This is an optimization exercise on Yosys and OpenROAD, whose aim is small area, a short achievable clock period and few clock cycles, not a production implementation. Function was checked by simulation only, so behaviour that the tests miss may differ from the original. Power is estimated from default activity; no workload was simulated.

## v6
// vec_accel
module vec_accel (
        input  logic       clk,
        input  logic       rst_l,
        input  logic [7:0] in_data,
        input  logic       in_valid,
        output logic       in_ready,
        output logic [7:0] out_data,
        output logic       out_valid
    );
    localparam int LANES = 4;               
    localparam int K     = 16 / LANES;      
    localparam int KB    = $clog2(K);
    localparam int LB    = $clog2(LANES);
    localparam int CW    = 8 * LANES;       
    localparam int D     = 3;               
    localparam int WS    = K - D;           
    localparam int Q     = 4;               
    localparam int QB    = $clog2(Q);
    localparam int NR    = 16;              
    logic [KB-1:0] phase;
    always_ff @(posedge clk, negedge rst_l)
        if (!rst_l) phase <= '0;
        else        phase <= phase + 1'b1;
    logic [NR-1:0][K-1:0][CW-1:0] ring;
    logic [NR-1:0] wr_en;
    logic [CW-1:0] wr_data;
    genvar gr, gs;
    generate
        for (gr = 0; gr < NR; gr++) begin : g_reg
            for (gs = 0; gs < K; gs++) begin : g_stage
                if (gs == WS) begin : g_w
                    always_ff @(posedge clk)
                        ring[gr][gs] <= wr_en[gr] ? wr_data : ring[gr][(gs + 1) % K];
                end else begin : g_s
                    always_ff @(posedge clk)
                        ring[gr][gs] <= ring[gr][(gs + 1) % K];
                end
  ...
Size: ~7200 cells after synthesis, about 21 I/O pins.
export LEC_CHECK = 0
export ABC_CLOCK_PERIOD_IN_PS = 3500
export CAP_MARGIN = 20
export CORE_MARGIN = 2
export CORE_UTILIZATION = 40
export PLACE_DENSITY = 0.6
export SLEW_MARGIN = 20
create_clock -name core_clock -period 10.0 [get_ports {clk}]
standard.sh (not shown) runs the stock make flow with config.mk's settings and CLKGATE_MAP_FILE= SYNTH_SCRIPT=/design/flow/synth_recipe.tcl, a recipe that flattens the netlist after the stock synthesis.
==> flow/flow/run.sh <==
#!/bin/bash
set -euo pipefail
MARGIN=6.7
sed "s/CLKGATE_MAP_FILE= /CLKGATE_MAP_FILE= SETUP_SLACK_MARGIN=${MARGIN} /" standard.sh > standard_margin.sh
bash standard_margin.sh > flow.log 2>&1
Testbench counts of v6, summed over its fixed seeds: cycles 24,800.
Modified inputs, v7 compared to v6
--- a/flow/design.v
+++ b/flow/design.v
@@ -90,13 +90,13 @@
     logic       vec_last;
     logic [15:0][7:0] imm;
     logic [15:0] imm_we_oh;
     logic [7:0] imm_byte_q;
     logic       imm_owned;
     logic       imm_release;
-    logic [Q-1:0] cnt_res;      
+    logic [QB:0] cnt_res;       
     logic        push_d;        
     logic        p_valid;       
     logic        pop;
     fkind_t hi_kind;
     always_comb begin
         hi_kind = F_NOP;
@@ -118,13 +118,13 @@
     end
     logic take;
     assign take = in_valid && in_ready;
     fstate_t     fst_n;
     logic [3:0]  idx_n;
     logic        vec_last_n, imm_owned_n;
-    logic [Q-1:0] cnt_res_n;
+    logic [QB:0] cnt_res_n;
     logic        full_n;
     always_comb begin
         push_d      = 1'b0;
         fst_n       = fst;
         idx_n       = idx;
         vec_last_n  = vec_last;
@@ -169,22 +169,22 @@
                 end
                 default: fst_n = S_LO;
             endcase
         end
         case ({push_d, pop})
             2'b10: begin
-                cnt_res_n = {cnt_res[Q-2:0], 1'b1};
-                full_n    = cnt_res[Q-2];
+                cnt_res_n = cnt_res + 1'b1;
+                full_n    = cnt_res == QB'(Q - 1);
             end
             2'b01: begin
-                cnt_res_n = {1'b0, cnt_res[Q-1:1]};
+                cnt_res_n = cnt_res - 1'b1;
                 full_n    = 1'b0;
             end
             default: begin
                 cnt_res_n = cnt_res;
-                full_n    = cnt_res[Q-1];
+                full_n    = cnt_res == Q[QB:0];
             end
         endcase
     end
     always_ff @(posedge clk, negedge rst_l) begin
         if (!rst_l) begin
             fst       <= S_LO;
@@ -296,29 +296,35 @@
     always_ff @(posedge clk)
         if (p_valid && lwe)
             vlen[inst_lo[3:0]] <= lnew;
     localparam int OPW = 33;             
     logic [Q-1:0][OPW-1:0] qmem;
     logic [QB-1:0] q_wp, q_rp;
-    logic [Q-1:0]  q_cnt;          
+    logic [QB:0]   q_cnt;
     logic          q_ne;           
-    assign q_ne = q_cnt[0];
     always_ff @(posedge clk)
         if (p_valid)
             qmem[q_wp] <= pe;
     always_ff @(posedge clk, negedge rst_l) begin
         if (!rst_l) begin
             q_wp  <= '0;
             q_rp  <= '0;
             q_cnt <= '0;
+            q_ne  <= 1'b0;
         end else begin
             if (p_valid) q_wp <= q_wp + 1'b1;
             if (pop)     q_rp <= q_rp + 1'b1;
             case ({p_valid, pop})
-                2'b10: q_cnt <= {q_cnt[Q-2:0], 1'b1};
-                2'b01: q_cnt <= {1'b0, q_cnt[Q-1:1]};
+                2'b10: begin
+                    q_cnt <= q_cnt + 1'b1;
+                    q_ne  <= 1'b1;
+                end
+                2'b01: begin
+                    q_cnt <= q_cnt - 1'b1;
+                    q_ne  <= q_cnt != (QB+1)'(1);
+                end
                 default: ;
             endcase
         end
     end
     op_t qh;
     assign qh = qmem[q_rp];
@@ -379,22 +385,13 @@
             end
         end
     end
     always_ff @(posedge clk)
         if (start_ret || (start && qh_uses_b))
             pb <= qh.b;
-    logic imm_rel_done;     
-    assign imm_release = busy && cur.own_imm && !imm_rel_done &&
-                         (phase == '0 || scnt == KB'(K - 3));
-    always_ff @(posedge clk, negedge rst_l)
-        if (!rst_l)
-            imm_rel_done <= 1'b0;
-        else if (start)
-            imm_rel_done <= 1'b0;
-        else if (imm_release)
-            imm_rel_done <= 1'b1;
+    assign imm_release = busy && scnt == KB'(K - 1) && cur.own_imm;
     always_ff @(posedge clk, negedge rst_l) begin
         if (!rst_l) begin
             busy <= 1'b0;
             scnt <= '0;
         end else begin
             if (start) begin
@@ -576,31 +573,28 @@
         if (z_red && z_red_ret && z_last)
             red_byte <= rnext;
     end
     logic [KB-1:0] out_stage;
     logic [CW-1:0] out_chunk;
     logic          out_emit;
-    logic          out_dz;      
     assign out_chunk = obuf[out_stage];
-    assign out_emit  = out_nz && out_dz;
+    assign out_emit  = out_nz && out_dly == 4'd0;
     always_ff @(posedge clk, negedge rst_l) begin
         if (!rst_l) begin
             out_cnt     <= '0;
             out_nz      <= 1'b0;
             out_stage   <= '0;
             out_idx     <= '0;
             out_dly     <= '0;
-            out_dz      <= 1'b1;
             red_pending <= 1'b0;
             out_valid   <= 1'b0;
             out_data    <= 8'h00;
         end else begin
             out_valid <= 1'b0;
             if (out_dly != 4'd0)
                 out_dly <= out_dly - 1'b1;
-            out_dz <= out_dly <= 4'd1;
             out_stage <= out_stage - 1'b1 +
                          KB'(out_emit && out_idx[LB-1:0] == LB'(LANES - 1));
             if (out_emit) begin
                 out_valid <= 1'b1;
                 out_data  <= out_chunk[out_idx[LB-1:0]*8 +: 8];
                 out_idx   <= out_idx + 1'b1;
@@ -614,13 +608,12 @@
             if (start_ret) begin
                 out_cnt   <= qh.len;
                 out_nz    <= qh.len != 5'd0;
                 out_idx   <= '0;
                 out_stage <= ~phase;
                 out_dly <= 4'(K);
-                out_dz  <= 1'b0;
             end
             if (z_red && z_red_ret && z_last)
                 red_pending <= 1'b1;
         end
     end
 endmodule
Notes after the runs:
- No stage failed in v7, and the final checks on the layout all came back clean.
- Final critical-path share of the clock period for v7: 0.29 points down relative to v6
- v7 vs. v6: shortest clock period the worst path allows after layout went down by 0.029 ns.
- Wire length per cell after detailed routing on v7 is up relative to v6.
- Across both runs, total power was higher for v7 than for v6.
- Taking v6 as the reference, in v7 flip-flop and latch count after synthesis flat, length of routed wiring on met1 shows a reduction of about 0.7%, share of power burned in the clock network has increased, synthesized area +370 sq um.
- Number of clock buffers inserted by TritonCTS for v7: 2 up relative to v6
- Status: area taken by flip-flops and latches parity (v6, v7)
Testbench counts of v7, summed over its fixed seeds: cycles 25,458.

## PW
Another version of the RTL of vec_accel (not shown whole).
For scale: ~2900 flip-flops, ~21 I/O pins.
## vec_accel
module vec_accel (
        input  logic       clk,
        input  logic       rst_l,
        input  logic [7:0] in_data,
        input  logic       in_valid,
        output logic       in_ready,
        output logic [7:0] out_data,
        output logic       out_valid
    );
Settings: LEC_CHECK=0, ABC_CLOCK_PERIOD_IN_PS=3500, CAP_MARGIN=20, CORE_MARGIN=2, CORE_UTILIZATION=40, CTS_CLUSTER_DIAMETER=106, CTS_CLUSTER_SIZE=25, PLACE_DENSITY=0.6, SLEW_MARGIN=20; clock period 10.0 ns.
Scripts as last shown in full above: flow/flow/run.sh
Testbench counts of PW, summed over its fixed seeds: cycles 23,948.
The inputs of AL differ from those of PW as listed below.
--- a/flow/design.v
+++ b/flow/design.v
@@ -194,13 +194,13 @@
             vec_last  <= 1'b0;
             vec_last2 <= 1'b0;
             imm_we_oh <= '0;
             imm_owned <= 1'b0;
             p_valid   <= 1'b0;
             cnt_res   <= '0;
-            in_ready  <= 1'b0;
+            in_ready  <= 1'b1;
         end else begin
             imm_we_oh <= (take && fst == S_VEC) ? 16'(1) << idx : '0;
             p_valid   <= push_d;
             cnt_res   <= cnt_res_n;
             fst       <= fst_n;
             idx       <= idx_n;
@@ -383,19 +383,14 @@
     logic          busy;
     logic [KB-1:0] scnt;
     logic [4:0] out_cnt;
     logic       out_nz;         
     logic [3:0] out_idx;
     logic [3:0] out_dly;
-    logic [3:0] tok;
-    logic [1:0] tok_wp, tok_rp;
-    logic [2:0] tok_cnt;
-    logic [1:0][7:0] rbf;             
-    logic       rbf_wp, rbf_rp;
-    logic [1:0] rbf_cnt;
-    logic [1:0] red_out;              
+    logic       red_pending;
+    logic [7:0] red_byte;
     logic [7:0] acc;
     logic x_valid, x_first, x_last, x_red, x_red_ret;
     logic y_valid, y_first, y_last, y_red, y_red_ret;
     logic red_busy, hazard, start, pop_ret, rgo, rgo_pend, rgo_direct;
     logic          rbusy;           
     logic [KB-1:0] rcnt;
@@ -404,27 +399,29 @@
     logic          rpend;
     logic [3:0]    rp_b;
     logic [4:0]    rp_len;
     logic          go_free;         
     assign cur_uses_b = cur.we && cur.bsel == B_VB;
     assign qh_uses_b  = qh.we && qh.bsel == B_VB;
-    assign red_busy = red_out == 2'd2;
-    assign go_free  = !out_nz && (!rbusy || rcnt == KB'(K - 1));
+    assign red_busy = red_pending || (busy && cur.red && cur.red_ret) ||
+                      (x_red && x_red_ret) || (y_red && y_red_ret) ||
+                      (z_red && z_red_ret);
+    assign go_free  = !out_nz && !red_busy && (!rbusy || rcnt == KB'(K - 1));
     logic cur_reading;
     assign cur_reading = busy && scnt != KB'(K - 1);
     assign rgo_pend = rpend && go_free &&
                       !(cur_reading && (cur_uses_b || (cur.we && cur.a == rp_b)));
     always_comb begin
         hazard = 1'b0;
         if (qh.bsel == B_ACC && !qh.red &&
             ((busy && cur.red && !cur.red_ret) || (x_red && !x_red_ret) ||
              (y_red && !y_red_ret)))
             hazard = 1'b1;
         if (qh_uses_b && ((rbusy && rcnt != KB'(K - 1)) || rgo_pend))
             hazard = 1'b1;
-        if (rpend && ((qh.we && qh.a == rp_b) || qh.ret))
+        if (rpend && ((qh.we && qh.a == rp_b) || qh.ret || (qh.red && qh.red_ret)))
             hazard = 1'b1;
         if (qh.red && qh.red_ret && red_busy)
             hazard = 1'b1;
     end
     assign start      = q_ne && !qh.ret && (!busy || scnt == KB'(K - 1)) && !hazard;
     assign pop_ret    = q_ne && qh.ret && !hazard;
@@ -651,78 +648,56 @@
     always_ff @(posedge clk) begin
         if (z_red)
             racc <= rnext;
         if (z_red && z_last && !z_red_ret)
             acc <= rnext;
         if (z_red && z_red_ret && z_last)
-            rbf[rbf_wp] <= rnext;
+            red_byte <= rnext;
     end
     logic [KB-1:0] out_stage;
     logic [CW-1:0] out_chunk;
     logic          out_emit;
     logic          out_dz;      
     assign out_chunk = obuf[out_stage];
     assign out_emit  = out_nz && out_dz;
-    logic tok_head, tok_ne, emit_ring, emit_red, push_tok;
-    assign tok_ne    = tok_cnt != 3'd0;
-    assign tok_head  = tok[tok_rp];
-    assign emit_ring = tok_ne && tok_head && out_emit;
-    assign emit_red  = tok_ne && !tok_head && rbf_cnt != 2'd0;
-    assign push_tok  = (pop_ret && qh.len != 5'd0) || (start && qh.red && qh.red_ret);
-    always_ff @(posedge clk)
-        if (push_tok)
-            tok[tok_wp] <= qh.ret;
     always_ff @(posedge clk, negedge rst_l) begin
         if (!rst_l) begin
             out_cnt     <= '0;
             out_nz      <= 1'b0;
             out_stage   <= '0;
             out_idx     <= '0;
             out_dly     <= '0;
             out_dz      <= 1'b1;
-            tok_wp      <= '0;
-            tok_rp      <= '0;
-            tok_cnt     <= '0;
-            rbf_wp      <= 1'b0;
-            rbf_rp      <= 1'b0;
-            rbf_cnt     <= '0;
-            red_out     <= '0;
+            red_pending <= 1'b0;
             out_valid   <= 1'b0;
             out_data    <= 8'h00;
         end else begin
             out_valid <= 1'b0;
             if (out_dly != 4'd0)
                 out_dly <= out_dly - 1'b1;
             out_dz <= out_dly <= 4'd1;
             out_stage <= out_stage - 1'b1 +
-                         KB'(emit_ring && out_idx[LB-1:0] == LB'(LANES - 1));
-            if (emit_ring) begin
+                         KB'(out_emit && out_idx[LB-1:0] == LB'(LANES - 1));
+            if (out_emit) begin
                 out_valid <= 1'b1;
                 out_data  <= out_chunk[out_idx[LB-1:0]*8 +: 8];
                 out_idx   <= out_idx + 1'b1;
                 out_cnt   <= out_cnt - 1'b1;
                 out_nz    <= out_cnt != 5'd1;
-            end else if (emit_red) begin
-                out_valid <= 1'b1;
-                out_data  <= rbf[rbf_rp];
-                rbf_rp    <= !rbf_rp;
+            end else if (!out_nz && red_pending) begin
+                out_valid   <= 1'b1;
+                out_data    <= red_byte;
+                red_pending <= 1'b0;
             end
             if (rgo) begin
                 out_cnt   <= rgo_pend ? rp_len : qh.len;
                 out_nz    <= 1'b1;
                 out_idx   <= '0;
                 out_stage <= ~phase;
                 out_dly <= 4'(K);
                 out_dz  <= 1'b0;
             end
-            if (push_tok)
-                tok_wp <= tok_wp + 1'b1;
-            if ((emit_ring && out_cnt == 5'd1) || emit_red)
-                tok_rp <= tok_rp + 1'b1;
-            tok_cnt <= tok_cnt + push_tok - ((emit_ring && out_cnt == 5'd1) || emit_red);
             if (z_red && z_red_ret && z_last)
-                rbf_wp <= !rbf_wp;
-            rbf_cnt <= rbf_cnt + (z_red && z_red_ret && z_last) - emit_red;
-            red_out <= red_out + (start && qh.red && qh.red_ret) - emit_red;
+                red_pending <= 1'b1;
         end
     end
 endmodule
Findings:
For PW and AL, there was not a single run that failed to finish clean. Number of placed instances with taps included: higher on PW. Summary of AL over PW: detailed placement HPWL now smaller, die area now smaller, total power consumption of the routed design comparable. NOTE layout filler cell count PW->AL decreased slightly. AL vs PW: routed wire length down in AL. ~same relative area change from synthesis to final layout in PW and AL. Going from PW to AL, effective utilization at floorplan now sits at about the same level, cell area fell about 1.7%, via count of the routed design lower, share of post-route cells with drive strength above 1 shows a reduction of 0.72 points, die height shows a reduction of about 0.8%.
Testbench counts of AL, summed over its fixed seeds: cycles 24,302.

[re-timing with driven ports]
Ports are ideal in the flow. The routed layouts listed here were re-timed in OpenROAD.
Step 1 (the two cells are an assumption about what drives the block):
set clk [get_ports {clk}]
set_driving_cell -lib_cell sky130_fd_sc_hd__clkbuf_16 $clk
set_driving_cell -lib_cell sky130_fd_sc_hd__buf_2 [delete_from_list [all_inputs] $clk]
Step 2 also shifts input and output timing later by t, the mid clock arrival at the registers, as if the neighbouring blocks saw the same clock.
Three values: ideal ports, drivers, drivers and shift; two values: the first two.
run	t (ns)	slack for setup (ns)	worst setup path after step 2	pins driven straight from the clock port
v6	0.995	6.374 / 6.290 / 5.713	input to register	1
v7	0.990	6.404 / 6.317 / 5.832	input to register	1
PW	0.907	6.578 / 6.493 / 5.858	input to register	1
AL	0.922	6.509 / 6.420 / 5.844	input to register	1
After both steps setup and hold are still met in every run listed. For PW, which loses most, drivers alone change the setup slack by -0.085 ns; drivers and shift together by -0.720 ns.
